Background: an optimization exercise with open tools, aiming at small area and a short achievable clock period. Do not read the settings as production practice. Function was checked by simulation only, so behaviour that the tests miss may differ from the original. Power and IR drop assume default switching activity.

File: design.v
module running_average #(
  parameter N = 4,
  parameter DATAWIDTH = 32
)(
  input   wire        clk,
  input   wire        reset,
  input   wire [DATAWIDTH -1 : 0] data_i,
  output  wire [DATAWIDTH -1 : 0] average_o
);
reg  [31:0] s1, s2, s3;
wire [31:0] s3_n;
wire [29:0] avg;
ra_add_out u_out (.a(data_i), .b(s3), .r(reset), .y(avg));
ra_add_nxt u_nxt (.a(s1), .b(s2), .c(data_i), .y(s3_n));
always_ff @(posedge clk or posedge reset) begin
  if (reset) begin
    s1 <= '0;
    s2 <= '0;
    s3 <= '0;
  end else begin
    s1 <= data_i;
    s2 <= s1;
    s3 <= s3_n;
  end
end
assign average_o = {2'b00, avg};
endmodule
module ra_add_out (input wire [31:0] a, input wire [31:0] b, input wire r, output wire [29:0] y);
  wire n1;
  wire n2;
  wire n3;
  wire n4;
  wire n5;
  wire n6;
  wire n7;
  wire n8;
  wire n9;
  wire n10;
  wire n11;
  wire n12;
  wire n13;
  wire n14;
  wire n15;
  wire n16;
  wire n17;
  wire n18;
  wire n19;
  wire n20;
  wire n21;
  wire n22;
  wire n23;
  wire n24;
  wire n25;
  wire n26;
  wire n27;
  wire n28;
  wire n29;
  wire n30;
  wire n31;
  wire n32;
  wire n33;
  wire n34;
  wire n35;
  wire n36;
  wire n37;
  wire n38;
  wire n39;
  wire n40;
  wire n41;
  wire n42;
  wire n43;
  wire n44;
  wire n45;
  wire n46;
  wire n47;
  wire n48;
  wire n49;
  wire n50;
  wire n51;
  wire n52;
  wire n53;
  wire n54;
  wire n55;
  wire n56;
  wire n57;
  wire n58;
  wire n59;
  wire n60;
  wire n61;
  wire n62;
  wire n63;
  wire n64;
  wire n65;
  wire n66;
  wire n67;
  wire n68;
  wire n69;
  wire n70;
  wire n71;
  wire n72;
  wire n73;
  wire n74;
  wire n75;
  wire n76;
  wire n77;
  wire n78;
  wire n79;
  wire n80;
  wire n81;
  wire n82;
  wire n83;
  wire n84;
  wire n85;
  wire n86;
  wire n87;
  wire n88;
  wire n89;
  wire n90;
  wire n91;
  wire n92;
  wire n93;
  wire n94;
  wire n95;
  wire n96;
  wire n97;
  wire n98;
  wire n99;
  wire n100;
  wire n101;
  wire n102;
  wire n103;
  wire n104;
  wire n105;
  wire n106;
  wire n107;
  wire n108;
  wire n109;
  wire n110;
  wire n111;
  wire n112;
  wire n113;
  wire n114;
  wire n115;
  wire n116;
  wire n117;
  wire n118;
  wire n119;
  wire n120;
  wire n121;
  wire n122;
  wire n123;
  wire n124;
  wire n125;
  wire n126;
  wire n127;
  wire n128;
  wire n129;
  wire n130;
  wire n131;
  wire n132;
  wire n133;
  wire n134;
  wire n135;
  wire n136;
  wire n137;
  wire n138;
  wire n139;
  wire n140;
  wire n141;
  wire n142;
  wire n143;
  wire n144;
  wire n145;
  wire n146;
  wire n147;
  wire n148;
  wire n149;
  wire n150;
  wire n151;
  wire n152;
  wire n153;
  wire n154;
  wire n155;
  wire n156;
  wire n157;
  wire n158;
  wire n159;
  wire n160;
  wire n161;
  wire n162;
  wire n163;
  wire n164;
  wire n165;
  wire n166;
  wire n167;
  wire n168;
  wire n169;
  wire n171;
  wire n173;
  wire n175;
  wire n177;
  wire n179;
  wire n181;
  wire n183;
  wire n185;
  wire n187;
  wire n189;
  wire n191;
  wire n193;
  wire n195;
  wire n197;
  wire n199;
  wire n201;
  wire n203;
  wire n205;
  wire n207;
  wire n209;
  wire n211;
  wire n213;
  wire n215;
  wire n217;
  wire n219;
  wire n221;
  wire n223;
  wire n225;
  wire n227;
  wire n228;
  ra_nand2 g1 (.a(a[0]), .b(b[0]), .y(n1));
  ra_nor2 g2 (.a(a[0]), .b(b[0]), .y(n2));
  ra_nand2 g3 (.a(a[1]), .b(b[1]), .y(n3));
  ra_nor2 g4 (.a(a[1]), .b(b[1]), .y(n4));
  ra_nand2 g5 (.a(a[2]), .b(b[2]), .y(n5));
  ra_nor2 g6 (.a(a[2]), .b(b[2]), .y(n6));
  ra_nand2 g7 (.a(a[3]), .b(b[3]), .y(n7));
  ra_nor2 g8 (.a(a[3]), .b(b[3]), .y(n8));
  ra_nand2 g9 (.a(a[4]), .b(b[4]), .y(n9));
  ra_nor2 g10 (.a(a[4]), .b(b[4]), .y(n10));
  ra_nand2 g11 (.a(a[5]), .b(b[5]), .y(n11));
  ra_nor2 g12 (.a(a[5]), .b(b[5]), .y(n12));
  ra_nand2 g13 (.a(a[6]), .b(b[6]), .y(n13));
  ra_nor2 g14 (.a(a[6]), .b(b[6]), .y(n14));
  ra_nand2 g15 (.a(a[7]), .b(b[7]), .y(n15));
  ra_nor2 g16 (.a(a[7]), .b(b[7]), .y(n16));
  ra_nand2 g17 (.a(a[8]), .b(b[8]), .y(n17));
  ra_nor2 g18 (.a(a[8]), .b(b[8]), .y(n18));
  ra_nand2 g19 (.a(a[9]), .b(b[9]), .y(n19));
  ra_nor2 g20 (.a(a[9]), .b(b[9]), .y(n20));
  ra_nand2 g21 (.a(a[10]), .b(b[10]), .y(n21));
  ra_nor2 g22 (.a(a[10]), .b(b[10]), .y(n22));
  ra_nand2 g23 (.a(a[11]), .b(b[11]), .y(n23));
  ra_nor2 g24 (.a(a[11]), .b(b[11]), .y(n24));
  ra_nand2 g25 (.a(a[12]), .b(b[12]), .y(n25));
  ra_nor2 g26 (.a(a[12]), .b(b[12]), .y(n26));
  ra_nand2 g27 (.a(a[13]), .b(b[13]), .y(n27));
  ra_nor2 g28 (.a(a[13]), .b(b[13]), .y(n28));
  ra_nand2 g29 (.a(a[14]), .b(b[14]), .y(n29));
  ra_nor2 g30 (.a(a[14]), .b(b[14]), .y(n30));
  ra_nand2 g31 (.a(a[15]), .b(b[15]), .y(n31));
  ra_nor2 g32 (.a(a[15]), .b(b[15]), .y(n32));
  ra_nand2 g33 (.a(a[16]), .b(b[16]), .y(n33));
  ra_nor2 g34 (.a(a[16]), .b(b[16]), .y(n34));
  ra_nand2 g35 (.a(a[17]), .b(b[17]), .y(n35));
  ra_nor2 g36 (.a(a[17]), .b(b[17]), .y(n36));
  ra_nand2 g37 (.a(a[18]), .b(b[18]), .y(n37));
  ra_nor2 g38 (.a(a[18]), .b(b[18]), .y(n38));
  ra_nand2 g39 (.a(a[19]), .b(b[19]), .y(n39));
  ra_nor2 g40 (.a(a[19]), .b(b[19]), .y(n40));
  ra_nand2 g41 (.a(a[20]), .b(b[20]), .y(n41));
  ra_nor2 g42 (.a(a[20]), .b(b[20]), .y(n42));
  ra_nand2 g43 (.a(a[21]), .b(b[21]), .y(n43));
  ra_nor2 g44 (.a(a[21]), .b(b[21]), .y(n44));
  ra_nand2 g45 (.a(a[22]), .b(b[22]), .y(n45));
  ra_nor2 g46 (.a(a[22]), .b(b[22]), .y(n46));
  ra_nand2 g47 (.a(a[23]), .b(b[23]), .y(n47));
  ra_nor2 g48 (.a(a[23]), .b(b[23]), .y(n48));
  ra_nand2 g49 (.a(a[24]), .b(b[24]), .y(n49));
  ra_nor2 g50 (.a(a[24]), .b(b[24]), .y(n50));
  ra_nand2 g51 (.a(a[25]), .b(b[25]), .y(n51));
  ra_nor2 g52 (.a(a[25]), .b(b[25]), .y(n52));
  ra_nand2 g53 (.a(a[26]), .b(b[26]), .y(n53));
  ra_nor2 g54 (.a(a[26]), .b(b[26]), .y(n54));
  ra_nand2 g55 (.a(a[27]), .b(b[27]), .y(n55));
  ra_nor2 g56 (.a(a[27]), .b(b[27]), .y(n56));
  ra_nand2 g57 (.a(a[28]), .b(b[28]), .y(n57));
  ra_nor2 g58 (.a(a[28]), .b(b[28]), .y(n58));
  ra_nand2 g59 (.a(a[29]), .b(b[29]), .y(n59));
  ra_nor2 g60 (.a(a[29]), .b(b[29]), .y(n60));
  ra_nand2 g61 (.a(a[30]), .b(b[30]), .y(n61));
  ra_nor2 g62 (.a(a[30]), .b(b[30]), .y(n62));
  ra_oai21 g63 (.a1(n4), .a2(n1), .b1(n3), .y(n63));
  ra_oai21 g64 (.a1(n8), .a2(n5), .b1(n7), .y(n64));
  ra_nor2 g65 (.a(n8), .b(n6), .y(n65));
  ra_oai21 g66 (.a1(n12), .a2(n9), .b1(n11), .y(n66));
  ra_nor2 g67 (.a(n12), .b(n10), .y(n67));
  ra_oai21 g68 (.a1(n16), .a2(n13), .b1(n15), .y(n68));
  ra_nor2 g69 (.a(n16), .b(n14), .y(n69));
  ra_oai21 g70 (.a1(n20), .a2(n17), .b1(n19), .y(n70));
  ra_nor2 g71 (.a(n20), .b(n18), .y(n71));
  ra_oai21 g72 (.a1(n24), .a2(n21), .b1(n23), .y(n72));
  ra_nor2 g73 (.a(n24), .b(n22), .y(n73));
  ra_oai21 g74 (.a1(n28), .a2(n25), .b1(n27), .y(n74));
  ra_nor2 g75 (.a(n28), .b(n26), .y(n75));
  ra_oai21 g76 (.a1(n32), .a2(n29), .b1(n31), .y(n76));
  ra_nor2 g77 (.a(n32), .b(n30), .y(n77));
  ra_oai21 g78 (.a1(n36), .a2(n33), .b1(n35), .y(n78));
  ra_nor2 g79 (.a(n36), .b(n34), .y(n79));
  ra_oai21 g80 (.a1(n40), .a2(n37), .b1(n39), .y(n80));
  ra_nor2 g81 (.a(n40), .b(n38), .y(n81));
  ra_oai21 g82 (.a1(n44), .a2(n41), .b1(n43), .y(n82));
  ra_nor2 g83 (.a(n44), .b(n42), .y(n83));
  ra_oai21 g84 (.a1(n48), .a2(n45), .b1(n47), .y(n84));
  ra_nor2 g85 (.a(n48), .b(n46), .y(n85));
  ra_oai21 g86 (.a1(n52), .a2(n49), .b1(n51), .y(n86));
  ra_nor2 g87 (.a(n52), .b(n50), .y(n87));
  ra_oai21 g88 (.a1(n56), .a2(n53), .b1(n55), .y(n88));
  ra_nor2 g89 (.a(n56), .b(n54), .y(n89));
  ra_oai21 g90 (.a1(n60), .a2(n57), .b1(n59), .y(n90));
  ra_nor2 g91 (.a(n60), .b(n58), .y(n91));
  ra_aoi21 g92 (.a1(n65), .a2(n63), .b1(n64), .y(n92));
  ra_aoi21 g93 (.a1(n69), .a2(n66), .b1(n68), .y(n93));
  ra_nand2 g94 (.a(n69), .b(n67), .y(n94));
  ra_aoi21 g95 (.a1(n73), .a2(n70), .b1(n72), .y(n95));
  ra_nand2 g96 (.a(n73), .b(n71), .y(n96));
  ra_aoi21 g97 (.a1(n77), .a2(n74), .b1(n76), .y(n97));
  ra_nand2 g98 (.a(n77), .b(n75), .y(n98));
  ra_aoi21 g99 (.a1(n81), .a2(n78), .b1(n80), .y(n99));
  ra_nand2 g100 (.a(n81), .b(n79), .y(n100));
  ra_aoi21 g101 (.a1(n85), .a2(n82), .b1(n84), .y(n101));
  ra_nand2 g102 (.a(n85), .b(n83), .y(n102));
  ra_aoi21 g103 (.a1(n89), .a2(n86), .b1(n88), .y(n103));
  ra_nand2 g104 (.a(n89), .b(n87), .y(n104));
  ra_inv g105 (.a(n67), .y(n105));
  ra_o21bai g106 (.a1(n105), .a2(n92), .b1n(n66), .y(n106));
  ra_oai21 g107 (.a1(n94), .a2(n92), .b1(n93), .y(n107));
  ra_inv g108 (.a(n75), .y(n108));
  ra_o21bai g109 (.a1(n108), .a2(n95), .b1n(n74), .y(n109));
  ra_nor2b g110 (.a(n96), .bn(n75), .y(n110));
  ra_oai21 g111 (.a1(n98), .a2(n95), .b1(n97), .y(n111));
  ra_nor2 g112 (.a(n98), .b(n96), .y(n112));
  ra_inv g113 (.a(n83), .y(n113));
  ra_o21bai g114 (.a1(n113), .a2(n99), .b1n(n82), .y(n114));
  ra_nor2b g115 (.a(n100), .bn(n83), .y(n115));
  ra_oai21 g116 (.a1(n102), .a2(n99), .b1(n101), .y(n116));
  ra_nor2 g117 (.a(n102), .b(n100), .y(n117));
  ra_inv g118 (.a(n91), .y(n118));
  ra_o21bai g119 (.a1(n118), .a2(n103), .b1n(n90), .y(n119));
  ra_nor2b g120 (.a(n104), .bn(n91), .y(n120));
  ra_aoi21 g121 (.a1(n71), .a2(n107), .b1(n70), .y(n121));
  ra_inv g122 (.a(n96), .y(n122));
  ra_a21boi g123 (.a1(n122), .a2(n107), .b1n(n95), .y(n123));
  ra_aoi21 g124 (.a1(n110), .a2(n107), .b1(n109), .y(n124));
  ra_aoi21 g125 (.a1(n112), .a2(n107), .b1(n111), .y(n125));
  ra_aoi21 g126 (.a1(n87), .a2(n116), .b1(n86), .y(n126));
  ra_nand2 g127 (.a(n87), .b(n117), .y(n127));
  ra_inv g128 (.a(n104), .y(n128));
  ra_a21boi g129 (.a1(n128), .a2(n116), .b1n(n103), .y(n129));
  ra_nor2b g130 (.a(n104), .bn(n117), .y(n130));
  ra_aoi21 g131 (.a1(n120), .a2(n116), .b1(n119), .y(n131));
  ra_nand2 g132 (.a(n120), .b(n117), .y(n132));
  ra_inv g133 (.a(n79), .y(n133));
  ra_o21bai g134 (.a1(n133), .a2(n125), .b1n(n78), .y(n134));
  ra_oai21 g135 (.a1(n100), .a2(n125), .b1(n99), .y(n135));
  ra_inv g136 (.a(n115), .y(n136));
  ra_o21bai g137 (.a1(n136), .a2(n125), .b1n(n114), .y(n137));
  ra_inv g138 (.a(n117), .y(n138));
  ra_o21bai g139 (.a1(n138), .a2(n125), .b1n(n116), .y(n139));
  ra_oai21 g140 (.a1(n127), .a2(n125), .b1(n126), .y(n140));
  ra_inv g141 (.a(n130), .y(n141));
  ra_oai21 g142 (.a1(n141), .a2(n125), .b1(n129), .y(n142));
  ra_oai21 g143 (.a1(n132), .a2(n125), .b1(n131), .y(n143));
  ra_inv g144 (.a(n6), .y(n144));
  ra_a21boi g145 (.a1(n144), .a2(n63), .b1n(n5), .y(n145));
  ra_oai21 g146 (.a1(n10), .a2(n92), .b1(n9), .y(n146));
  ra_inv g147 (.a(n14), .y(n147));
  ra_a21boi g148 (.a1(n147), .a2(n106), .b1n(n13), .y(n148));
  ra_inv g149 (.a(n18), .y(n149));
  ra_a21boi g150 (.a1(n149), .a2(n107), .b1n(n17), .y(n150));
  ra_oai21 g151 (.a1(n22), .a2(n121), .b1(n21), .y(n151));
  ra_oai21 g152 (.a1(n26), .a2(n123), .b1(n25), .y(n152));
  ra_oai21 g153 (.a1(n30), .a2(n124), .b1(n29), .y(n153));
  ra_oai21 g154 (.a1(n34), .a2(n125), .b1(n33), .y(n154));
  ra_inv g155 (.a(n38), .y(n155));
  ra_a21boi g156 (.a1(n155), .a2(n134), .b1n(n37), .y(n156));
  ra_inv g157 (.a(n42), .y(n157));
  ra_a21boi g158 (.a1(n157), .a2(n135), .b1n(n41), .y(n158));
  ra_inv g159 (.a(n46), .y(n159));
  ra_a21boi g160 (.a1(n159), .a2(n137), .b1n(n45), .y(n160));
  ra_inv g161 (.a(n50), .y(n161));
  ra_a21boi g162 (.a1(n161), .a2(n139), .b1n(n49), .y(n162));
  ra_inv g163 (.a(n54), .y(n163));
  ra_a21boi g164 (.a1(n163), .a2(n140), .b1n(n53), .y(n164));
  ra_inv g165 (.a(n58), .y(n165));
  ra_a21boi g166 (.a1(n165), .a2(n142), .b1n(n57), .y(n166));
  ra_inv g167 (.a(n62), .y(n167));
  ra_a21boi g168 (.a1(n167), .a2(n143), .b1n(n61), .y(n168));
  ra_nor3b g169 (.a(n6), .b(r), .cn(n5), .y(n169));
  ra_xor2 g170 (.a(n169), .b(n63), .y(y[0]));
  ra_nor3b g171 (.a(n8), .b(r), .cn(n7), .y(n171));
  ra_xnor2 g172 (.a(n171), .b(n145), .y(y[1]));
  ra_nor3b g173 (.a(n10), .b(r), .cn(n9), .y(n173));
  ra_xnor2 g174 (.a(n173), .b(n92), .y(y[2]));
  ra_nor3b g175 (.a(n12), .b(r), .cn(n11), .y(n175));
  ra_xor2 g176 (.a(n175), .b(n146), .y(y[3]));
  ra_nor3b g177 (.a(n14), .b(r), .cn(n13), .y(n177));
  ra_xor2 g178 (.a(n177), .b(n106), .y(y[4]));
  ra_nor3b g179 (.a(n16), .b(r), .cn(n15), .y(n179));
  ra_xnor2 g180 (.a(n179), .b(n148), .y(y[5]));
  ra_nor3b g181 (.a(n18), .b(r), .cn(n17), .y(n181));
  ra_xor2 g182 (.a(n181), .b(n107), .y(y[6]));
  ra_nor3b g183 (.a(n20), .b(r), .cn(n19), .y(n183));
  ra_xnor2 g184 (.a(n183), .b(n150), .y(y[7]));
  ra_nor3b g185 (.a(n22), .b(r), .cn(n21), .y(n185));
  ra_xnor2 g186 (.a(n185), .b(n121), .y(y[8]));
  ra_nor3b g187 (.a(n24), .b(r), .cn(n23), .y(n187));
  ra_xor2 g188 (.a(n187), .b(n151), .y(y[9]));
  ra_nor3b g189 (.a(n26), .b(r), .cn(n25), .y(n189));
  ra_xnor2 g190 (.a(n189), .b(n123), .y(y[10]));
  ra_nor3b g191 (.a(n28), .b(r), .cn(n27), .y(n191));
  ra_xor2 g192 (.a(n191), .b(n152), .y(y[11]));
  ra_nor3b g193 (.a(n30), .b(r), .cn(n29), .y(n193));
  ra_xnor2 g194 (.a(n193), .b(n124), .y(y[12]));
  ra_nor3b g195 (.a(n32), .b(r), .cn(n31), .y(n195));
  ra_xor2 g196 (.a(n195), .b(n153), .y(y[13]));
  ra_nor3b g197 (.a(n34), .b(r), .cn(n33), .y(n197));
  ra_xnor2 g198 (.a(n197), .b(n125), .y(y[14]));
  ra_nor3b g199 (.a(n36), .b(r), .cn(n35), .y(n199));
  ra_xor2 g200 (.a(n199), .b(n154), .y(y[15]));
  ra_nor3b g201 (.a(n38), .b(r), .cn(n37), .y(n201));
  ra_xor2 g202 (.a(n201), .b(n134), .y(y[16]));
  ra_nor3b g203 (.a(n40), .b(r), .cn(n39), .y(n203));
  ra_xnor2 g204 (.a(n203), .b(n156), .y(y[17]));
  ra_nor3b g205 (.a(n42), .b(r), .cn(n41), .y(n205));
  ra_xor2 g206 (.a(n205), .b(n135), .y(y[18]));
  ra_nor3b g207 (.a(n44), .b(r), .cn(n43), .y(n207));
  ra_xnor2 g208 (.a(n207), .b(n158), .y(y[19]));
  ra_nor3b g209 (.a(n46), .b(r), .cn(n45), .y(n209));
  ra_xor2 g210 (.a(n209), .b(n137), .y(y[20]));
  ra_nor3b g211 (.a(n48), .b(r), .cn(n47), .y(n211));
  ra_xnor2 g212 (.a(n211), .b(n160), .y(y[21]));
  ra_nor3b g213 (.a(n50), .b(r), .cn(n49), .y(n213));
  ra_xor2 g214 (.a(n213), .b(n139), .y(y[22]));
  ra_nor3b g215 (.a(n52), .b(r), .cn(n51), .y(n215));
  ra_xnor2 g216 (.a(n215), .b(n162), .y(y[23]));
  ra_nor3b g217 (.a(n54), .b(r), .cn(n53), .y(n217));
  ra_xor2 g218 (.a(n217), .b(n140), .y(y[24]));
  ra_nor3b g219 (.a(n56), .b(r), .cn(n55), .y(n219));
  ra_xnor2 g220 (.a(n219), .b(n164), .y(y[25]));
  ra_nor3b g221 (.a(n58), .b(r), .cn(n57), .y(n221));
  ra_xor2 g222 (.a(n221), .b(n142), .y(y[26]));
  ra_nor3b g223 (.a(n60), .b(r), .cn(n59), .y(n223));
  ra_xnor2 g224 (.a(n223), .b(n166), .y(y[27]));
  ra_nor3b g225 (.a(n62), .b(r), .cn(n61), .y(n225));
  ra_xor2 g226 (.a(n225), .b(n143), .y(y[28]));
  ra_xnor2 g227 (.a(a[31]), .b(b[31]), .y(n227));
  ra_nor2 g228 (.a(n227), .b(r), .y(n228));
  ra_xnor2 g229 (.a(n228), .b(n168), .y(y[29]));
endmodule
module ra_add_nxt (input wire [31:0] a, input wire [31:0] b, input wire [31:0] c, output wire [31:0] y);
  wire [31:0] fs;
  wire [32:0] fc;
  wire hs1;
  wire hc1;
  wire hs2;
  wire hc2;
  wire hs3;
  wire hc3;
  wire hs4;
  wire hc4;
  wire hs5;
  wire hc5;
  wire hs6;
  wire hc6;
  wire hs7;
  wire hc7;
  wire hs8;
  wire hc8;
  wire hs9;
  wire hc9;
  wire hs10;
  wire hc10;
  wire hs11;
  wire hc11;
  wire hs12;
  wire hc12;
  wire hs13;
  wire hc13;
  wire hs14;
  wire hc14;
  wire hs15;
  wire hc15;
  wire hs16;
  wire hc16;
  wire hs17;
  wire hc17;
  wire hs18;
  wire hc18;
  wire hs19;
  wire hc19;
  wire hs20;
  wire hc20;
  wire hs21;
  wire hc21;
  wire hs22;
  wire hc22;
  wire hs23;
  wire hc23;
  wire hs24;
  wire hc24;
  wire hs25;
  wire hc25;
  wire hs26;
  wire hc26;
  wire hs27;
  wire hc27;
  wire hs28;
  wire hc28;
  wire hs29;
  wire hc29;
  wire hs30;
  wire hc30;
  wire n1;
  wire n2;
  wire n3;
  wire n4;
  wire n5;
  wire n6;
  wire n7;
  wire n8;
  wire n9;
  wire n10;
  wire n11;
  wire n12;
  wire n13;
  wire n14;
  wire n15;
  wire n16;
  wire n17;
  wire n18;
  wire n19;
  wire n20;
  wire n21;
  wire n22;
  wire n23;
  wire n24;
  wire n25;
  wire n26;
  wire n27;
  wire n28;
  wire n29;
  wire n30;
  wire n31;
  wire n32;
  wire n33;
  wire n34;
  wire n35;
  wire n36;
  wire n37;
  wire n38;
  wire n39;
  wire n40;
  wire n41;
  wire n42;
  wire n43;
  wire n44;
  wire n45;
  wire n46;
  wire n47;
  wire n48;
  wire n49;
  wire n50;
  wire n51;
  wire n52;
  wire n53;
  wire n54;
  wire n55;
  wire n56;
  wire n57;
  wire n58;
  wire n59;
  wire n60;
  wire n61;
  wire n62;
  wire n63;
  wire n64;
  wire n65;
  wire n66;
  wire n67;
  wire n68;
  wire n69;
  wire n70;
  wire n71;
  wire n72;
  wire n73;
  wire n74;
  wire n75;
  wire n76;
  wire n77;
  wire n78;
  wire n79;
  wire n80;
  wire n81;
  wire n82;
  wire n83;
  wire n84;
  wire n85;
  wire n86;
  wire n87;
  wire n88;
  wire n89;
  wire n120;
  ra_fa f0 (.a(c[0]), .b(a[0]), .ci(b[0]), .s(fs[0]), .co(fc[1]));
  ra_fa f1 (.a(c[1]), .b(a[1]), .ci(b[1]), .s(fs[1]), .co(fc[2]));
  ra_fa f2 (.a(c[2]), .b(a[2]), .ci(b[2]), .s(fs[2]), .co(fc[3]));
  ra_fa f3 (.a(c[3]), .b(a[3]), .ci(b[3]), .s(fs[3]), .co(fc[4]));
  ra_fa f4 (.a(c[4]), .b(a[4]), .ci(b[4]), .s(fs[4]), .co(fc[5]));
  ra_fa f5 (.a(c[5]), .b(a[5]), .ci(b[5]), .s(fs[5]), .co(fc[6]));
  ra_fa f6 (.a(c[6]), .b(a[6]), .ci(b[6]), .s(fs[6]), .co(fc[7]));
  ra_fa f7 (.a(c[7]), .b(a[7]), .ci(b[7]), .s(fs[7]), .co(fc[8]));
  ra_fa f8 (.a(c[8]), .b(a[8]), .ci(b[8]), .s(fs[8]), .co(fc[9]));
  ra_fa f9 (.a(c[9]), .b(a[9]), .ci(b[9]), .s(fs[9]), .co(fc[10]));
  ra_fa f10 (.a(c[10]), .b(a[10]), .ci(b[10]), .s(fs[10]), .co(fc[11]));
  ra_fa f11 (.a(c[11]), .b(a[11]), .ci(b[11]), .s(fs[11]), .co(fc[12]));
  ra_fa f12 (.a(c[12]), .b(a[12]), .ci(b[12]), .s(fs[12]), .co(fc[13]));
  ra_fa f13 (.a(c[13]), .b(a[13]), .ci(b[13]), .s(fs[13]), .co(fc[14]));
  ra_fa f14 (.a(c[14]), .b(a[14]), .ci(b[14]), .s(fs[14]), .co(fc[15]));
  ra_fa f15 (.a(c[15]), .b(a[15]), .ci(b[15]), .s(fs[15]), .co(fc[16]));
  ra_fa f16 (.a(c[16]), .b(a[16]), .ci(b[16]), .s(fs[16]), .co(fc[17]));
  ra_fa f17 (.a(c[17]), .b(a[17]), .ci(b[17]), .s(fs[17]), .co(fc[18]));
  ra_fa f18 (.a(c[18]), .b(a[18]), .ci(b[18]), .s(fs[18]), .co(fc[19]));
  ra_fa f19 (.a(c[19]), .b(a[19]), .ci(b[19]), .s(fs[19]), .co(fc[20]));
  ra_fa f20 (.a(c[20]), .b(a[20]), .ci(b[20]), .s(fs[20]), .co(fc[21]));
  ra_fa f21 (.a(c[21]), .b(a[21]), .ci(b[21]), .s(fs[21]), .co(fc[22]));
  ra_fa f22 (.a(c[22]), .b(a[22]), .ci(b[22]), .s(fs[22]), .co(fc[23]));
  ra_fa f23 (.a(c[23]), .b(a[23]), .ci(b[23]), .s(fs[23]), .co(fc[24]));
  ra_fa f24 (.a(c[24]), .b(a[24]), .ci(b[24]), .s(fs[24]), .co(fc[25]));
  ra_fa f25 (.a(c[25]), .b(a[25]), .ci(b[25]), .s(fs[25]), .co(fc[26]));
  ra_fa f26 (.a(c[26]), .b(a[26]), .ci(b[26]), .s(fs[26]), .co(fc[27]));
  ra_fa f27 (.a(c[27]), .b(a[27]), .ci(b[27]), .s(fs[27]), .co(fc[28]));
  ra_fa f28 (.a(c[28]), .b(a[28]), .ci(b[28]), .s(fs[28]), .co(fc[29]));
  ra_fa f29 (.a(c[29]), .b(a[29]), .ci(b[29]), .s(fs[29]), .co(fc[30]));
  ra_fa f30 (.a(c[30]), .b(a[30]), .ci(b[30]), .s(fs[30]), .co(fc[31]));
  ra_fa f31 (.a(c[31]), .b(a[31]), .ci(b[31]), .s(fs[31]), .co(fc[32]));
  ra_ha h1 (.a(fs[1]), .b(fc[1]), .s(hs1), .co(hc1));
  ra_ha h2 (.a(fs[2]), .b(fc[2]), .s(hs2), .co(hc2));
  ra_ha h3 (.a(fs[3]), .b(fc[3]), .s(hs3), .co(hc3));
  ra_ha h4 (.a(fs[4]), .b(fc[4]), .s(hs4), .co(hc4));
  ra_ha h5 (.a(fs[5]), .b(fc[5]), .s(hs5), .co(hc5));
  ra_ha h6 (.a(fs[6]), .b(fc[6]), .s(hs6), .co(hc6));
  ra_ha h7 (.a(fs[7]), .b(fc[7]), .s(hs7), .co(hc7));
  ra_ha h8 (.a(fs[8]), .b(fc[8]), .s(hs8), .co(hc8));
  ra_ha h9 (.a(fs[9]), .b(fc[9]), .s(hs9), .co(hc9));
  ra_ha h10 (.a(fs[10]), .b(fc[10]), .s(hs10), .co(hc10));
  ra_ha h11 (.a(fs[11]), .b(fc[11]), .s(hs11), .co(hc11));
  ra_ha h12 (.a(fs[12]), .b(fc[12]), .s(hs12), .co(hc12));
  ra_ha h13 (.a(fs[13]), .b(fc[13]), .s(hs13), .co(hc13));
  ra_ha h14 (.a(fs[14]), .b(fc[14]), .s(hs14), .co(hc14));
  ra_ha h15 (.a(fs[15]), .b(fc[15]), .s(hs15), .co(hc15));
  ra_ha h16 (.a(fs[16]), .b(fc[16]), .s(hs16), .co(hc16));
  ra_ha h17 (.a(fs[17]), .b(fc[17]), .s(hs17), .co(hc17));
  ra_ha h18 (.a(fs[18]), .b(fc[18]), .s(hs18), .co(hc18));
  ra_ha h19 (.a(fs[19]), .b(fc[19]), .s(hs19), .co(hc19));
  ra_ha h20 (.a(fs[20]), .b(fc[20]), .s(hs20), .co(hc20));
  ra_ha h21 (.a(fs[21]), .b(fc[21]), .s(hs21), .co(hc21));
  ra_ha h22 (.a(fs[22]), .b(fc[22]), .s(hs22), .co(hc22));
  ra_ha h23 (.a(fs[23]), .b(fc[23]), .s(hs23), .co(hc23));
  ra_ha h24 (.a(fs[24]), .b(fc[24]), .s(hs24), .co(hc24));
  ra_ha h25 (.a(fs[25]), .b(fc[25]), .s(hs25), .co(hc25));
  ra_ha h26 (.a(fs[26]), .b(fc[26]), .s(hs26), .co(hc26));
  ra_ha h27 (.a(fs[27]), .b(fc[27]), .s(hs27), .co(hc27));
  ra_ha h28 (.a(fs[28]), .b(fc[28]), .s(hs28), .co(hc28));
  ra_ha h29 (.a(fs[29]), .b(fc[29]), .s(hs29), .co(hc29));
  ra_ha h30 (.a(fs[30]), .b(fc[30]), .s(hs30), .co(hc30));
  ra_aoi21 g1 (.a1(hs2), .a2(hc1), .b1(hc2), .y(n1));
  ra_aoi21 g2 (.a1(hs4), .a2(hc3), .b1(hc4), .y(n2));
  ra_nand2 g3 (.a(hs4), .b(hs3), .y(n3));
  ra_aoi21 g4 (.a1(hs6), .a2(hc5), .b1(hc6), .y(n4));
  ra_nand2 g5 (.a(hs6), .b(hs5), .y(n5));
  ra_aoi21 g6 (.a1(hs8), .a2(hc7), .b1(hc8), .y(n6));
  ra_nand2 g7 (.a(hs8), .b(hs7), .y(n7));
  ra_aoi21 g8 (.a1(hs10), .a2(hc9), .b1(hc10), .y(n8));
  ra_nand2 g9 (.a(hs10), .b(hs9), .y(n9));
  ra_aoi21 g10 (.a1(hs12), .a2(hc11), .b1(hc12), .y(n10));
  ra_nand2 g11 (.a(hs12), .b(hs11), .y(n11));
  ra_aoi21 g12 (.a1(hs14), .a2(hc13), .b1(hc14), .y(n12));
  ra_nand2 g13 (.a(hs14), .b(hs13), .y(n13));
  ra_aoi21 g14 (.a1(hs16), .a2(hc15), .b1(hc16), .y(n14));
  ra_nand2 g15 (.a(hs16), .b(hs15), .y(n15));
  ra_aoi21 g16 (.a1(hs18), .a2(hc17), .b1(hc18), .y(n16));
  ra_nand2 g17 (.a(hs18), .b(hs17), .y(n17));
  ra_aoi21 g18 (.a1(hs20), .a2(hc19), .b1(hc20), .y(n18));
  ra_nand2 g19 (.a(hs20), .b(hs19), .y(n19));
  ra_aoi21 g20 (.a1(hs22), .a2(hc21), .b1(hc22), .y(n20));
  ra_nand2 g21 (.a(hs22), .b(hs21), .y(n21));
  ra_aoi21 g22 (.a1(hs24), .a2(hc23), .b1(hc24), .y(n22));
  ra_nand2 g23 (.a(hs24), .b(hs23), .y(n23));
  ra_aoi21 g24 (.a1(hs26), .a2(hc25), .b1(hc26), .y(n24));
  ra_nand2 g25 (.a(hs26), .b(hs25), .y(n25));
  ra_aoi21 g26 (.a1(hs28), .a2(hc27), .b1(hc28), .y(n26));
  ra_nand2 g27 (.a(hs28), .b(hs27), .y(n27));
  ra_aoi21 g28 (.a1(hs30), .a2(hc29), .b1(hc30), .y(n28));
  ra_nand2 g29 (.a(hs30), .b(hs29), .y(n29));
  ra_oai21 g30 (.a1(n3), .a2(n1), .b1(n2), .y(n30));
  ra_oai21 g31 (.a1(n7), .a2(n4), .b1(n6), .y(n31));
  ra_nor2 g32 (.a(n7), .b(n5), .y(n32));
  ra_oai21 g33 (.a1(n11), .a2(n8), .b1(n10), .y(n33));
  ra_nor2 g34 (.a(n11), .b(n9), .y(n34));
  ra_oai21 g35 (.a1(n15), .a2(n12), .b1(n14), .y(n35));
  ra_nor2 g36 (.a(n15), .b(n13), .y(n36));
  ra_oai21 g37 (.a1(n19), .a2(n16), .b1(n18), .y(n37));
  ra_nor2 g38 (.a(n19), .b(n17), .y(n38));
  ra_oai21 g39 (.a1(n23), .a2(n20), .b1(n22), .y(n39));
  ra_nor2 g40 (.a(n23), .b(n21), .y(n40));
  ra_oai21 g41 (.a1(n27), .a2(n24), .b1(n26), .y(n41));
  ra_nor2 g42 (.a(n27), .b(n25), .y(n42));
  ra_aoi21 g43 (.a1(n32), .a2(n30), .b1(n31), .y(n43));
  ra_aoi21 g44 (.a1(n36), .a2(n33), .b1(n35), .y(n44));
  ra_nand2 g45 (.a(n36), .b(n34), .y(n45));
  ra_aoi21 g46 (.a1(n40), .a2(n37), .b1(n39), .y(n46));
  ra_nand2 g47 (.a(n40), .b(n38), .y(n47));
  ra_inv g48 (.a(n34), .y(n48));
  ra_o21bai g49 (.a1(n48), .a2(n43), .b1n(n33), .y(n49));
  ra_oai21 g50 (.a1(n45), .a2(n43), .b1(n44), .y(n50));
  ra_inv g51 (.a(n42), .y(n51));
  ra_o21bai g52 (.a1(n51), .a2(n46), .b1n(n41), .y(n52));
  ra_nor2b g53 (.a(n47), .bn(n42), .y(n53));
  ra_aoi21 g54 (.a1(n38), .a2(n50), .b1(n37), .y(n54));
  ra_inv g55 (.a(n47), .y(n55));
  ra_a21boi g56 (.a1(n55), .a2(n50), .b1n(n46), .y(n56));
  ra_aoi21 g57 (.a1(n53), .a2(n50), .b1(n52), .y(n57));
  ra_inv g58 (.a(n5), .y(n58));
  ra_a21boi g59 (.a1(n58), .a2(n30), .b1n(n4), .y(n59));
  ra_oai21 g60 (.a1(n9), .a2(n43), .b1(n8), .y(n60));
  ra_inv g61 (.a(n13), .y(n61));
  ra_a21boi g62 (.a1(n61), .a2(n49), .b1n(n12), .y(n62));
  ra_inv g63 (.a(n17), .y(n63));
  ra_a21boi g64 (.a1(n63), .a2(n50), .b1n(n16), .y(n64));
  ra_oai21 g65 (.a1(n21), .a2(n54), .b1(n20), .y(n65));
  ra_oai21 g66 (.a1(n25), .a2(n56), .b1(n24), .y(n66));
  ra_oai21 g67 (.a1(n29), .a2(n57), .b1(n28), .y(n67));
  ra_inv g68 (.a(hs3), .y(n68));
  ra_o21bai g69 (.a1(n68), .a2(n1), .b1n(hc3), .y(n69));
  ra_aoi21 g70 (.a1(hs5), .a2(n30), .b1(hc5), .y(n70));
  ra_inv g71 (.a(hs7), .y(n71));
  ra_o21bai g72 (.a1(n71), .a2(n59), .b1n(hc7), .y(n72));
  ra_inv g73 (.a(hs9), .y(n73));
  ra_o21bai g74 (.a1(n73), .a2(n43), .b1n(hc9), .y(n74));
  ra_aoi21 g75 (.a1(hs11), .a2(n60), .b1(hc11), .y(n75));
  ra_aoi21 g76 (.a1(hs13), .a2(n49), .b1(hc13), .y(n76));
  ra_inv g77 (.a(hs15), .y(n77));
  ra_o21bai g78 (.a1(n77), .a2(n62), .b1n(hc15), .y(n78));
  ra_aoi21 g79 (.a1(hs17), .a2(n50), .b1(hc17), .y(n79));
  ra_inv g80 (.a(hs19), .y(n80));
  ra_o21bai g81 (.a1(n80), .a2(n64), .b1n(hc19), .y(n81));
  ra_inv g82 (.a(hs21), .y(n82));
  ra_o21bai g83 (.a1(n82), .a2(n54), .b1n(hc21), .y(n83));
  ra_aoi21 g84 (.a1(hs23), .a2(n65), .b1(hc23), .y(n84));
  ra_inv g85 (.a(hs25), .y(n85));
  ra_o21bai g86 (.a1(n85), .a2(n56), .b1n(hc25), .y(n86));
  ra_aoi21 g87 (.a1(hs27), .a2(n66), .b1(hc27), .y(n87));
  ra_inv g88 (.a(hs29), .y(n88));
  ra_o21bai g89 (.a1(n88), .a2(n57), .b1n(hc29), .y(n89));
  assign y[0] = fs[0];
  assign fc[0] = 1'b0;
  ra_xor2 g90 (.a(fs[1]), .b(fc[1]), .y(y[1]));
  ra_xor2 g91 (.a(hs2), .b(hc1), .y(y[2]));
  ra_xnor2 g92 (.a(hs3), .b(n1), .y(y[3]));
  ra_xor2 g93 (.a(hs4), .b(n69), .y(y[4]));
  ra_xor2 g94 (.a(hs5), .b(n30), .y(y[5]));
  ra_xnor2 g95 (.a(hs6), .b(n70), .y(y[6]));
  ra_xnor2 g96 (.a(hs7), .b(n59), .y(y[7]));
  ra_xor2 g97 (.a(hs8), .b(n72), .y(y[8]));
  ra_xnor2 g98 (.a(hs9), .b(n43), .y(y[9]));
  ra_xor2 g99 (.a(hs10), .b(n74), .y(y[10]));
  ra_xor2 g100 (.a(hs11), .b(n60), .y(y[11]));
  ra_xnor2 g101 (.a(hs12), .b(n75), .y(y[12]));
  ra_xor2 g102 (.a(hs13), .b(n49), .y(y[13]));
  ra_xnor2 g103 (.a(hs14), .b(n76), .y(y[14]));
  ra_xnor2 g104 (.a(hs15), .b(n62), .y(y[15]));
  ra_xor2 g105 (.a(hs16), .b(n78), .y(y[16]));
  ra_xor2 g106 (.a(hs17), .b(n50), .y(y[17]));
  ra_xnor2 g107 (.a(hs18), .b(n79), .y(y[18]));
  ra_xnor2 g108 (.a(hs19), .b(n64), .y(y[19]));
  ra_xor2 g109 (.a(hs20), .b(n81), .y(y[20]));
  ra_xnor2 g110 (.a(hs21), .b(n54), .y(y[21]));
  ra_xor2 g111 (.a(hs22), .b(n83), .y(y[22]));
  ra_xor2 g112 (.a(hs23), .b(n65), .y(y[23]));
  ra_xnor2 g113 (.a(hs24), .b(n84), .y(y[24]));
  ra_xnor2 g114 (.a(hs25), .b(n56), .y(y[25]));
  ra_xor2 g115 (.a(hs26), .b(n86), .y(y[26]));
  ra_xor2 g116 (.a(hs27), .b(n66), .y(y[27]));
  ra_xnor2 g117 (.a(hs28), .b(n87), .y(y[28]));
  ra_xnor2 g118 (.a(hs29), .b(n57), .y(y[29]));
  ra_xor2 g119 (.a(hs30), .b(n89), .y(y[30]));
  ra_xor2 g120 (.a(fs[31]), .b(fc[31]), .y(n120));
  ra_xor2 g121 (.a(n120), .b(n67), .y(y[31]));
endmodule
module ra_fa (input wire a, input wire b, input wire ci, output wire s, output wire co);
  assign s = a ^ b ^ ci;
  assign co = (a & b) | (ci & (a ^ b));
endmodule
module ra_ha (input wire a, input wire b, output wire s, output wire co);
  assign s = a ^ b;
  assign co = a & b;
endmodule
module ra_a21boi (input wire a1, input wire a2, input wire b1n, output wire y);
  assign y = ~((a1 & a2) | ~b1n);
endmodule
module ra_aoi21 (input wire a1, input wire a2, input wire b1, output wire y);
  assign y = ~((a1 & a2) | b1);
endmodule
module ra_inv (input wire a, output wire y);
  assign y = ~a;
endmodule
module ra_nand2 (input wire a, input wire b, output wire y);
  assign y = ~(a & b);
endmodule
module ra_nor2 (input wire a, input wire b, output wire y);
  assign y = ~(a | b);
endmodule
module ra_nor2b (input wire a, input wire bn, output wire y);
  assign y = ~(a | ~bn);
endmodule
module ra_nor3b (input wire a, input wire b, input wire cn, output wire y);
  assign y = ~(a | b | ~cn);
endmodule
module ra_o21bai (input wire a1, input wire a2, input wire b1n, output wire y);
  assign y = ~((a1 | a2) & ~b1n);
endmodule
module ra_oai21 (input wire a1, input wire a2, input wire b1, output wire y);
  assign y = ~((a1 | a2) & b1);
endmodule
module ra_xnor2 (input wire a, input wire b, output wire y);
  assign y = ~(a ^ b);
endmodule
module ra_xor2 (input wire a, input wire b, output wire y);
  assign y = a ^ b;
endmodule
File: flow/run.sh
#!/bin/bash
set -euo pipefail
here=$(pwd)
DU_DEFAULT=$(cat flow/default_dont_use.txt)
DU_BIG=$(cat flow/big_cells.txt)
bash standard.sh DONT_USE_CELLS="$DU_DEFAULT $DU_BIG" synth > "$here/synth.log" 2>&1
args=()
if [[ -f flow/pnr_args.txt ]]; then
  while IFS= read -r line; do
    [[ -n "$line" && "$line" != \#* ]] && args+=("$line")
  done < flow/pnr_args.txt
fi
bash standard.sh "${args[@]}" finish > "$here/pnr.log" 2>&1
File: flow/big_cells.txt
sky130_fd_sc_hd__a2111o_2 sky130_fd_sc_hd__a2111o_4 sky130_fd_sc_hd__a2111oi_2 sky130_fd_sc_hd__a2111oi_4 sky130_fd_sc_hd__a211o_2 sky130_fd_sc_hd__a211o_4 sky130_fd_sc_hd__a211oi_2 sky130_fd_sc_hd__a211oi_4 sky130_fd_sc_hd__a21bo_2 sky130_fd_sc_hd__a21bo_4 sky130_fd_sc_hd__a21boi_2 sky130_fd_sc_hd__a21boi_4 sky130_fd_sc_hd__a21o_2 sky130_fd_sc_hd__a21o_4 sky130_fd_sc_hd__a21oi_2 sky130_fd_sc_hd__a21oi_4 sky130_fd_sc_hd__a221o_2 sky130_fd_sc_hd__a221o_4 sky130_fd_sc_hd__a221oi_2 sky130_fd_sc_hd__a221oi_4 sky130_fd_sc_hd__a22o_2 sky130_fd_sc_hd__a22o_4 sky130_fd_sc_hd__a22oi_2 sky130_fd_sc_hd__a22oi_4 sky130_fd_sc_hd__a2bb2o_2 sky130_fd_sc_hd__a2bb2o_4 sky130_fd_sc_hd__a2bb2oi_2 sky130_fd_sc_hd__a2bb2oi_4 sky130_fd_sc_hd__a311o_2 sky130_fd_sc_hd__a311o_4 sky130_fd_sc_hd__a311oi_2 sky130_fd_sc_hd__a311oi_4 sky130_fd_sc_hd__a31o_2 sky130_fd_sc_hd__a31o_4 sky130_fd_sc_hd__a31oi_2 sky130_fd_sc_hd__a31oi_4 sky130_fd_sc_hd__a32o_2 sky130_fd_sc_hd__a32o_4 sky130_fd_sc_hd__a32oi_2 sky130_fd_sc_hd__a32oi_4 sky130_fd_sc_hd__a41o_2 sky130_fd_sc_hd__a41o_4 sky130_fd_sc_hd__a41oi_2 sky130_fd_sc_hd__a41oi_4 sky130_fd_sc_hd__and2_2 sky130_fd_sc_hd__and2_4 sky130_fd_sc_hd__and2b_2 sky130_fd_sc_hd__and2b_4 sky130_fd_sc_hd__and3_2 sky130_fd_sc_hd__and3_4 sky130_fd_sc_hd__and3b_2 sky130_fd_sc_hd__and3b_4 sky130_fd_sc_hd__and4_2 sky130_fd_sc_hd__and4_4 sky130_fd_sc_hd__and4b_2 sky130_fd_sc_hd__and4b_4 sky130_fd_sc_hd__and4bb_2 sky130_fd_sc_hd__and4bb_4 sky130_fd_sc_hd__fa_2 sky130_fd_sc_hd__fa_4 sky130_fd_sc_hd__ha_2 sky130_fd_sc_hd__ha_4 sky130_fd_sc_hd__inv_12 sky130_fd_sc_hd__inv_16 sky130_fd_sc_hd__inv_2 sky130_fd_sc_hd__inv_4 sky130_fd_sc_hd__inv_6 sky130_fd_sc_hd__inv_8 sky130_fd_sc_hd__maj3_2 sky130_fd_sc_hd__maj3_4 sky130_fd_sc_hd__mux2_2 sky130_fd_sc_hd__mux2_4 sky130_fd_sc_hd__mux2_8 sky130_fd_sc_hd__mux2i_2 sky130_fd_sc_hd__mux2i_4 sky130_fd_sc_hd__mux4_2 sky130_fd_sc_hd__mux4_4 sky130_fd_sc_hd__nand2_2 sky130_fd_sc_hd__nand2_4 sky130_fd_sc_hd__nand2_8 sky130_fd_sc_hd__nand2b_2 sky130_fd_sc_hd__nand2b_4 sky130_fd_sc_hd__nand3_2 sky130_fd_sc_hd__nand3_4 sky130_fd_sc_hd__nand3b_2 sky130_fd_sc_hd__nand3b_4 sky130_fd_sc_hd__nand4_2 sky130_fd_sc_hd__nand4_4 sky130_fd_sc_hd__nand4b_2 sky130_fd_sc_hd__nand4b_4 sky130_fd_sc_hd__nand4bb_2 sky130_fd_sc_hd__nand4bb_4 sky130_fd_sc_hd__nor2_2 sky130_fd_sc_hd__nor2_4 sky130_fd_sc_hd__nor2_8 sky130_fd_sc_hd__nor2b_2 sky130_fd_sc_hd__nor2b_4 sky130_fd_sc_hd__nor3_2 sky130_fd_sc_hd__nor3_4 sky130_fd_sc_hd__nor3b_2 sky130_fd_sc_hd__nor3b_4 sky130_fd_sc_hd__nor4_2 sky130_fd_sc_hd__nor4_4 sky130_fd_sc_hd__nor4b_2 sky130_fd_sc_hd__nor4b_4 sky130_fd_sc_hd__nor4bb_2 sky130_fd_sc_hd__nor4bb_4 sky130_fd_sc_hd__o2111a_2 sky130_fd_sc_hd__o2111a_4 sky130_fd_sc_hd__o2111ai_2 sky130_fd_sc_hd__o2111ai_4 sky130_fd_sc_hd__o211a_2 sky130_fd_sc_hd__o211a_4 sky130_fd_sc_hd__o211ai_2 sky130_fd_sc_hd__o211ai_4 sky130_fd_sc_hd__o21a_2 sky130_fd_sc_hd__o21a_4 sky130_fd_sc_hd__o21ai_2 sky130_fd_sc_hd__o21ai_4 sky130_fd_sc_hd__o21ba_2 sky130_fd_sc_hd__o21ba_4 sky130_fd_sc_hd__o21bai_2 sky130_fd_sc_hd__o21bai_4 sky130_fd_sc_hd__o221a_2 sky130_fd_sc_hd__o221a_4 sky130_fd_sc_hd__o221ai_2 sky130_fd_sc_hd__o221ai_4 sky130_fd_sc_hd__o22a_2 sky130_fd_sc_hd__o22a_4 sky130_fd_sc_hd__o22ai_2 sky130_fd_sc_hd__o22ai_4 sky130_fd_sc_hd__o2bb2a_2 sky130_fd_sc_hd__o2bb2a_4 sky130_fd_sc_hd__o2bb2ai_2 sky130_fd_sc_hd__o2bb2ai_4 sky130_fd_sc_hd__o311a_2 sky130_fd_sc_hd__o311a_4 sky130_fd_sc_hd__o311ai_2 sky130_fd_sc_hd__o311ai_4 sky130_fd_sc_hd__o31a_2 sky130_fd_sc_hd__o31a_4 sky130_fd_sc_hd__o31ai_2 sky130_fd_sc_hd__o31ai_4 sky130_fd_sc_hd__o32a_2 sky130_fd_sc_hd__o32a_4 sky130_fd_sc_hd__o32ai_2 sky130_fd_sc_hd__o32ai_4 sky130_fd_sc_hd__o41a_2 sky130_fd_sc_hd__o41a_4 sky130_fd_sc_hd__o41ai_2 sky130_fd_sc_hd__o41ai_4 sky130_fd_sc_hd__or2_2 sky130_fd_sc_hd__or2_4 sky130_fd_sc_hd__or2b_2 sky130_fd_sc_hd__or2b_4 sky130_fd_sc_hd__or3_2 sky130_fd_sc_hd__or3_4 sky130_fd_sc_hd__or3b_2 sky130_fd_sc_hd__or3b_4 sky130_fd_sc_hd__or4_2 sky130_fd_sc_hd__or4_4 sky130_fd_sc_hd__or4b_2 sky130_fd_sc_hd__or4b_4 sky130_fd_sc_hd__or4bb_2 sky130_fd_sc_hd__or4bb_4 sky130_fd_sc_hd__xnor2_2 sky130_fd_sc_hd__xnor2_4 sky130_fd_sc_hd__xnor3_2 sky130_fd_sc_hd__xnor3_4 sky130_fd_sc_hd__xor2_2 sky130_fd_sc_hd__xor2_4 sky130_fd_sc_hd__xor3_2 sky130_fd_sc_hd__xor3_4
File: flow/default_dont_use.txt
sky130_fd_sc_hd__probe_p_8 sky130_fd_sc_hd__probec_p_8 sky130_fd_sc_hd__lpflow_bleeder_1 sky130_fd_sc_hd__lpflow_clkbufkapwr_1 sky130_fd_sc_hd__lpflow_clkbufkapwr_16 sky130_fd_sc_hd__lpflow_clkbufkapwr_2 sky130_fd_sc_hd__lpflow_clkbufkapwr_4 sky130_fd_sc_hd__lpflow_clkbufkapwr_8 sky130_fd_sc_hd__lpflow_clkinvkapwr_1 sky130_fd_sc_hd__lpflow_clkinvkapwr_16 sky130_fd_sc_hd__lpflow_clkinvkapwr_2 sky130_fd_sc_hd__lpflow_clkinvkapwr_4 sky130_fd_sc_hd__lpflow_clkinvkapwr_8 sky130_fd_sc_hd__lpflow_decapkapwr_12 sky130_fd_sc_hd__lpflow_decapkapwr_3 sky130_fd_sc_hd__lpflow_decapkapwr_4 sky130_fd_sc_hd__lpflow_decapkapwr_6 sky130_fd_sc_hd__lpflow_decapkapwr_8 sky130_fd_sc_hd__lpflow_inputiso0n_1 sky130_fd_sc_hd__lpflow_inputiso0p_1 sky130_fd_sc_hd__lpflow_inputiso1n_1 sky130_fd_sc_hd__lpflow_inputiso1p_1 sky130_fd_sc_hd__lpflow_inputisolatch_1 sky130_fd_sc_hd__lpflow_isobufsrc_1 sky130_fd_sc_hd__lpflow_isobufsrc_16 sky130_fd_sc_hd__lpflow_isobufsrc_2 sky130_fd_sc_hd__lpflow_isobufsrc_4 sky130_fd_sc_hd__lpflow_isobufsrc_8 sky130_fd_sc_hd__lpflow_isobufsrckapwr_16 sky130_fd_sc_hd__lpflow_lsbuf_lh_hl_isowell_tap_1 sky130_fd_sc_hd__lpflow_lsbuf_lh_hl_isowell_tap_2 sky130_fd_sc_hd__lpflow_lsbuf_lh_hl_isowell_tap_4 sky130_fd_sc_hd__lpflow_lsbuf_lh_isowell_4 sky130_fd_sc_hd__lpflow_lsbuf_lh_isowell_tap_1 sky130_fd_sc_hd__lpflow_lsbuf_lh_isowell_tap_2 sky130_fd_sc_hd__lpflow_lsbuf_lh_isowell_tap_4 
File: flow/pnr_args.txt
BUFFER_PORTS_ARGS=-buffer_cell sky130_fd_sc_hd__buf_1
File: standard.sh
#!/bin/bash
# synth_recipe.tcl (not shown) runs the flow's synth.tcl, then flattens the netlist and writes it again
# the make line also repeats each setting of config.mk as NAME=value (left out here)
make -C /OpenROAD-flow-scripts/flow DESIGN_CONFIG=/design/flow/config.mk WORK_HOME=/design/flow/orfs CLKGATE_MAP_FILE= SYNTH_SCRIPT=/design/flow/synth_recipe.tcl "${@:-finish}"
File: config.mk
export PLATFORM = sky130hd
export DESIGN_NAME = running_average
export DESIGN_NICKNAME = running_average
export VERILOG_FILES = /design/flow/design.v
export SDC_FILE = /design/flow/constraint.sdc
export NUM_CORES = 4
export LEC_CHECK = 0
export CAP_MARGIN = 0
export CORE_MARGIN = 2
export CORE_UTILIZATION = 50
export CTS_BUF_LIST = sky130_fd_sc_hd__clkbuf_4 sky130_fd_sc_hd__clkbuf_8
export SETUP_SLACK_MARGIN = 2.5
export SLEW_MARGIN = 0
export SYNTH_HIERARCHICAL = 1
File: constraint.sdc
create_clock -name core_clock -period 7.0 [get_ports {clk}]
set_input_delay 1.4000 -clock core_clock [delete_from_list [all_inputs] [get_ports {clk}]]
set_output_delay 1.4000 -clock core_clock [all_outputs]
set_load 0.01 [all_outputs]
==> results of run 1 <==
[cells in the mapped netlist (all sizes together)]
cell | count | area [um^2]
a21boi | 16 | 120.1
a21oi | 38 | 190.2
buf | 3 | 22.52
conb | 1 | 3.750
dfrtp | 96 | 2402
fa | 32 | 640.6
ha | 30 | 375.4
inv | 35 | 131.4
nand2 | 55 | 206.5
nor2 | 53 | 198.9
nor2b | 5 | 31.28
nor3b | 29 | 217.7
o21ai | 39 | 195.2
o21bai | 17 | 127.6
xnor2 | 30 | 262.8
xor2 | 33 | 289.0
[worst min path at each step]
| stage | start | end | slack (ns) | depth (start not counted) |
|---|---|---|---|---|
| after floorplan | s1[0]$_DFF_PP0_ | s2[0]$_DFF_PP0_ | 0.39 | 0 |
| after detailed placement | s1[18]$_DFF_PP0_ | s2[18]$_DFF_PP0_ | 0.39 | 0 |
| after CTS | s1[28]$_DFF_PP0_ | s2[28]$_DFF_PP0_ | 0.41 | 0 |
| after global placement | s1[24]$_DFF_PP0_ | s2[24]$_DFF_PP0_ | 0.39 | 0 |
| after global routing | s1[10]$_DFF_PP0_ | s2[10]$_DFF_PP0_ | 0.42 | 0 |
| final | s1[28]$_DFF_PP0_ | s2[28]$_DFF_PP0_ | 0.40 | 0 |
[power by group through the flow]
| stage | Combinational, mW | Sequential, mW | Clock (mW) |
|---|---|---|---|
| final | 1.12 | 0.727 | 0.407 |
| after global routing | 1.25 | 0.743 | 0.443 |
| after CTS | 1.06 | 0.718 | 0.419 |
| after detailed placement | 1.00 | 0.727 | 0 |
| after global placement | 0.977 | 0.726 | 0 |
| after floorplan | 0.730 | 0.714 | 0 |
[modules after synthesis, one instance, submodules excluded, excerpt]
module	area [um^2]	cells	flops+latches	times used
ra_aoi21	5.005	1	0	38
running_average	2425	100	96	1
ra_xnor2	8.758	1	0	30
ra_ha	12.51	1	0	30
ra_inv	3.754	1	0	34
ra_nor2b	6.256	1	0	5
ra_add_nxt	7.507	1	0	1
ra_o21bai	7.507	1	0	17
ra_nor2	3.754	1	0	53
[cell usage in the layout, fill, tap and decap left out, types with 3 or more instances in the layout]
master,n
buf_1,35
a21boi_2,4
a21boi_1,12
nor2b_1,4
clkbuf_8,10
buf_2,3
nor2_4,3
xor2_1,33
clkbuf_2,25
nor3b_1,29
o21ai_1,32
nand2_1,54
inv_1,34
xnor2_1,30
dfrtp_1,96
a21oi_1,32
o21bai_1,14
fa_1,32
buf_4,8
ha_1,30
nor2_1,36
nor2_2,14
o21ai_2,5
a21oi_2,6
[area by class of cell]
cell class	instances	area share (%)
inverter	35	2.126
timing repair buffer	72	5.444
clock buffer	11	2.305
multi-input combinational	379	48.00
sequential	96	38.15
clock inverter	5	1.272
tap	136	2.702
[routing by layer]
layer | GRT usage (%) | vias up | wire, um | share of wire, %
met5 | 0 | - | 0 | 0
met3 | 2.893 | 9 | 338 | 3.2
met1 | 26.47 | 1864 | 4962 | 47
met2 | 32.93 | 53 | 5155 | 49
li1 | - | 1847 | - | -
met4 | 6.319 | 0 | 124 | 1.2
[stage by stage]
stage               total power, mW  util (%)  setup slack (ns)
finish                        2.256     60.46             2.554
global route                  2.434     60.46             2.453
CTS                           2.201     58.92             2.508
detailed placement            1.729     55.95             1.963
global placement              1.703     55.95             1.995
floorplan                     1.444         -             2.546
[logic make-up after synthesis]
family                     count (synthesis)
DFF                                       96
xor gates and xnor gates                  63
buffers and inverters                     38
adders and majority gates                 62
AOI/OAI and AO/OA                        110
other                                      1
and+or+nand+nor                          142
[worst register-to-register path: cells and delay by family (launching register included)]
family | cells | cell delay, ns
XOR/XNOR | 1 | 0.19
adder cells (fa/ha/maj) | 2 | 0.80
AO/OA/AOI/OAI | 7 | 1.81
flip-flops | 1 | 0.41
[registers in the layout, indices dropped and copies added, names as in the netlist]
signal,cells
s1,32
s2,32
s3,32
[what timing repair did]
action	CTS	global route
setup buffers	2	4
gates resized for setup	18	56
setup endpoints to repair	22	20
pin swaps	3	7
==> summary.md, run 1 <==
| Metric | Value |
|---|---|
| Run status | complete, no violations |
| Drt first pass iters | 4 |
| Design Area, Final | about 0.0063 mm^2 |
| Post-Synthesis Cell Area | about 0.0054 mm^2 |
| TritonCTS clock tree | done |
| Fin. max-slew vios | 0 |
| Worst reg2reg path depth | 10 |
| Count of input and output buffers | 63 |
| Multi-input logic area | 0.003023 mm^2 |
| CTS buffer count | 9 |
| Number of hold violations in the final report | 0 |
| Crit end category | output port |
| Flop2flop setup slack | 3.72 ns |
| Sw Ratio | 40.49% |
| Max Root-Sink Buffers | 2 |
| Sequential share of the synthesized area | 44.36% |
| Routed len/inst | approximately 14 um |
| Sequential share of power | roughly 32% |
| Dpl cell area | 0.005828 mm^2 |
| Post-CTS Hold Fix Bufs | 0 |
| Mean Syn Cell Area | 10.58 um^2 |
| Sequential Area | about 0.0024 mm^2 |
| Row cnt | 37 |
| CP Cell Sequence | clkbuf_2, nor2_2, o21ai_1, a21oi_2, o21ai_2, a21boi_1, o21ai_4, a21boi_2, xnor2_1, buf_2 |
| Hold slack final | about 0.40 ns |
| Rel. slew slack | 58.30% |
| Fillers | between 800 and 900 |
| H-Tree Depth | 3 |
| Max Cap Viol | 0 |
| Clock share of power | 18.0% |
| GPL Wtd Cong | about 0.78 |
| N_diodes | 0 |
| Reg2Reg Launch Point | s1[2]$_DFF_PP0_ |
| NetSw | a little over 0.9 mW |
| Starting DRC count in detailed routing | between 150 and 200 |
| Vias per cell | 5.140 |
| Critical path startpoint category | input pin |
| Synth Area in Simple Gates | 12.08% |
| Fin crit period | 4.446 ns |
| Final std cells w/o fill | 734 |
| RSZ-0062 raised after global routing | true |
| Die Ht | 108.1 um |
| Clock latency (worst-skew pair) | 0.36 ns |
| Core footprint | between 0.01 and 0.015 mm^2 |
| Worst Setup SP | data_i[17] |
| Power Density | around 360 mW/mm^2 |
| Vias | around 3800 |
| Mux contribution to synthesized area | 0% |
| Final ANT Viol Nets | 0 |
| Peak supply drop | 181.1 uV |
| Remaining DRCs | 0 |
| LEAKAGE | about 2.8 nW |
| GRT Overall Usage | 19.64% |
| F_max | 0.2249 GHz |
| Required time of the critical path | 5.60 ns |
| Crit Path Max Fanout | 4 |
| Worst setup path endpoint | average_o[27] |
| WP depth | 10 |
| Reg-to-reg endpoint | s3[24]$_DFF_PP0_ |
| Final setup vio count | 0 |
| Initial antenna violation count | 0 |
| Hold Crit Class | flop to flop |
| Final net count | 689 |
| Dpl cells | 712 |
| Combinational family with the most area after synthesis | adder cells |
| Pin count of the biggest net entering global routing | 50 |
| Post-synthesis compound-gate area fraction | around an eighth |
| Int Power | 1.343 mW |
| Xor and xnor area share after synthesis | around a tenth |
| First-pass GRT wire length | ~18000 um |
| Critical Path AT | between 3 and 4 ns |
| Family with the most delay on the worst path | compound AO/OA/AOI/OAI gates |
| Buffers & Inverters on Critical Path | 2 |
| Die W | approximately 110 um |
| Clock skew | 0.008614 ns |
| Clk sinks | 96 |
| WL final | roughly 11000 um |
| Proportion of layout cells with a drive suffix above 1 | between 10% and 20% |
| Synthesis-to-layout area growth | 16.29% |
| Clock root buffer master | clkbuf_8 |
| Initial Utilization | 51.99% |
| Worst-path clk slew | 0.09 ns |
| Comb pwr share | 49.8% |
| Slowest stage delay, CP | 0.28 ns |
| Tcrit/Tclk final | between 60% and 70% |
| Grt ovf | 0 |
| TNS Setup | 0 ns |
| DIE AREA | 0.01168 mm^2 |
| Number of global-route vias before repair | 3938 |
| Synth Area in Adders | 18.76% |
| Synth cell types | 16 |
| Worst Max-Slew Pin Slew | 0.6255 ns |
| Synth Instances | 512 |
| #FFs+latches synth | 96 |
| DP HPWL | 7747 um |
| I/O pins | between 60 and 70 |
| Crit Path Class | input pin to output port |
| Warnings, synthesis | 7 |
| CP max-delay cell | a21oi_2 |
==> run 2, diff against run 1 <==
--- a/config.mk
+++ b/config.mk
@@ -7,7 +7,7 @@
 export LEC_CHECK = 0
 export CAP_MARGIN = 0
 export CORE_MARGIN = 2
-export CORE_UTILIZATION = 50
+export CORE_UTILIZATION = 60
 export CTS_BUF_LIST = sky130_fd_sc_hd__clkbuf_4 sky130_fd_sc_hd__clkbuf_8
 export SETUP_SLACK_MARGIN = 2.5
 export SLEW_MARGIN = 0
==> run 2 against run 1 <==
Against the previous run:
- still clean on timing, DRC and antenna
- global-route usage is 2.8 points higher
- area after synthesis stayed put
- critical path depth is 1 higher
- hold slack better by 0.0093 ns
- die area is 16% lower
- register-to-register slack worse by 0.07 ns
- first-iteration DRC count is 22% lower
- core utilization is 11 points higher
- critical path type unchanged
==> summary.md, run 2 <==
| Metric | Value |
|---|---|
| Run status | complete, no violations |
| Synth area leader | dfrtp_1 |
| Warnings, synthesis | 7 (unchanged) |
| Clock root buffer master | clkbuf_8 |
| Initial Utilization | 62.09% (+10 points) |
| Top cell type's share of synthesized area | 44.36% (unchanged) |
| Final ANT Viol Nets | 0 (unchanged) |
| LEAKAGE | 2.741 nW (-0.67%) |
| F_max | 0.2239 GHz (-0.46%) |
| Rel. slew slack | 56.98% (-1.3 points) |
| Vias per cell | 5.407 (+5.2%) |
| Crit Path Class | input pin to output port |
| Hold slack final | 0.4142 ns (+0.009333 ns) |
| Synth cell types | 16 (unchanged) |
| H-Tree Depth | 3 (unchanged) |
| Worst Max-Slew Pin Slew | 0.6410 ns (+0.01547 ns) |
| Crit end category | output port |
| Final std cells w/o fill | 705 (-4.0%) |
| Die W | 99 um (-8.4%) |
| Synth top cells by count | 96 x dfrtp_1, 55 x nand2_1, 53 x nor2_1 |
| Final net count | 688 (-0.15%) |
| Drt first pass iters | 4 (unchanged) |
| Core footprint | 0.008721 mm^2 (-16%) |
| Async SR Flop Fraction | 100.0% (unchanged) |
| First-pass GRT wire length | 17240 um (-3.9%) |
| Synthesis-to-layout area growth | 14.95% |
| DP HPWL | 7729 um (-0.23%) |
| Fillers | 671 (-25%) |
| Grt ovf | 0 (unchanged) |
| Post-CTS Hold Fix Bufs | 0 (unchanged) |
| Clk sinks | 96 (unchanged) |
| Dpl cells | 684 (-3.9%) |
| Row cnt | 34 (-8.1%) |
| Starting DRC count in detailed routing | 131 (-22%) |
| Max Cap Viol | 0 (unchanged) |
| Ys flop type | dfrtp_1 |
| GPL Wtd Cong | 0.8067 (+3.4%) |
| Most common cell in the synthesized netlist | dfrtp_1 |
| Required time of the critical path | 5.60 ns (about the same) |
| DIE AREA | 0.009801 mm^2 (-16%) |
| EDFF count, synth | 0 (unchanged) |
| Tcrit/Tclk final | 63.81% (+0.30 points) |
| Final setup vio count | 0 (unchanged) |
| Post-Synthesis Cell Area | 0.005415 mm^2 (unchanged) |
| Crit Path Max Fanout | 5 (+1) |
| Number of hold violations in the final report | 0 (unchanged) |
| Critical Path AT | 3.07 ns (+0.02 ns) |
| RSZ-0062 raised after global routing | true |
| Top Registers | s1 x32, s2 x32, s3 x32 |
run 2: final timing paths:
check	from	endpoint	slack, ns	cells after the start
worst max-delay path	data_i[3]	average_o[19]	2.53	11
worst min-delay path	s1[20]$_DFF_PP0_	s2[20]$_DFF_PP0_	0.41	0
worst max register to register	s1[2]$_DFF_PP0_	s3[28]$_DFF_PP0_	3.65	10
worst min register to register	s1[20]$_DFF_PP0_	s2[20]$_DFF_PP0_	0.41	0
max in group asynchronous	reset	s2[4]$_DFF_PP0_	4.62	4
min in group asynchronous	reset	s2[14]$_DFF_PP0_	1.36	3
run 2: modules after synthesis (local to each module, per instance), excerpt:
module / area (um^2) / copies in the design / flip-flops and latches
ra_nor2: 3.754 / 53 / 0
ra_aoi21: 5.005 / 38 / 0
ra_oai21: 5.005 / 39 / 0
ra_ha: 12.51 / 30 / 0
ra_o21bai: 7.507 / 17 / 0
ra_xnor2: 8.758 / 30 / 0
ra_xor2: 8.758 / 33 / 0
run 2: cell families (layout without fill, tap and decap cells):
kind of cell | count (synthesis) | after routing | share of synthesized area, %
AO/OA/AOI/OAI | 110 | 110 | 11.69
XOR/XNOR | 63 | 63 | 10.19
adder cells (fa/ha/maj) | 62 | 62 | 18.76
buffers and inverters | 38 | 122 | 2.842
flip-flops | 96 | 96 | 44.36
other | 1 | 2 | 0.06925
AND/OR/NAND/NOR | 142 | 142 | 12.08
run 2: worst max-delay path, cell delays in order:
cell      delay [ns]
buf_2           0.14
nor2_4          0.13
o21ai_1         0.09
a21oi_2         0.17
o21ai_2         0.11
a21oi_2         0.25
buf_6           0.19
o21ai_1         0.11
a21boi_1        0.19
xnor2_1         0.14
buf_2           0.15
run 2: metal layers:
metal | vias to the layer above | global-route usage [%] | routed length, um
li1 | 1854 | - | -
met1 | 1876 | 29.78 | 4696
met2 | 70 | 36.85 | 5178
met3 | 12 | 4.326 | 348
met4 | 0 | 8.957 | 166
met5 | - | 0 | 0
run 2: cell type report:
cell class | count | area, um^2 | share of cell area (%)
tap | 108 | 135.1 | 2.171
clock buffer | 9 | 123.9 | 1.990
timing repair buffer | 71 | 355.3 | 5.709
multi-input combinational | 379 | 3009 | 48.34
inverter | 35 | 133.9 | 2.151
sequential | 96 | 2402 | 38.59
clock inverter | 7 | 65.06 | 1.045
run 2: stage by stage:
step / cell area, um^2 / power, mW / worst slack (ns)
after floorplan: 5419 / 1.444 / 2.546
after global placement: 5793 / 1.689 / 2.064
after detailed placement: 5793 / 1.722 / 2.009
after CTS: 6041 / 2.123 / 2.507
after global routing: 6225 / 2.367 / 2.452
final: 6225 / 2.203 / 2.534
run 2: where the power goes:
part | leakage (nW) | total (mW) | switching [mW] | internal, mW
Sequential | 1.12 | 0.727 | 0.0668 | 0.660
Combinational | 1.53 | 1.13 | 0.649 | 0.477
Clock | 0.0874 | 0.350 | 0.213 | 0.137
Total | 2.74 | 2.20 | 0.929 | 1.27
run 2: timing repair:
action                     in CTS  in global routing
gates resized for setup        13                 67
setup endpoints to repair      22                 19
cloned                          0                  1
setup buffers                   2                  2
pin swaps                       2                 11

port drivers added, routing unchanged:
The results above use ideal ports. As a check the final layouts listed here were re-extracted and re-timed, cells and wires unchanged. Step 1 sets driving cells, clkbuf_16 on the clock port and buf_2 on the other inputs (assumed; they add their load-dependent delay and slew). Step 2 moves the port delays by t, midway between the first and last clock arrival at a register: inputs arrive t later, outputs are due t later. That takes back most of the time a late clock gives input paths. Slacks: ideal / step 1 / step 2; pairs: ideal / step 1.
run	t, ns	slack for setup (ns)	worst setup path after step 2
run 1	0.386	2.554 / 2.533 / 2.533	input to output
run 2	0.397	2.534 / 2.510 / 2.470	input to register
After both steps setup and hold are still met in every run listed. The setup slack of run 2, which loses most, moves by -0.024 ns with the drivers and by -0.064 ns with both steps.
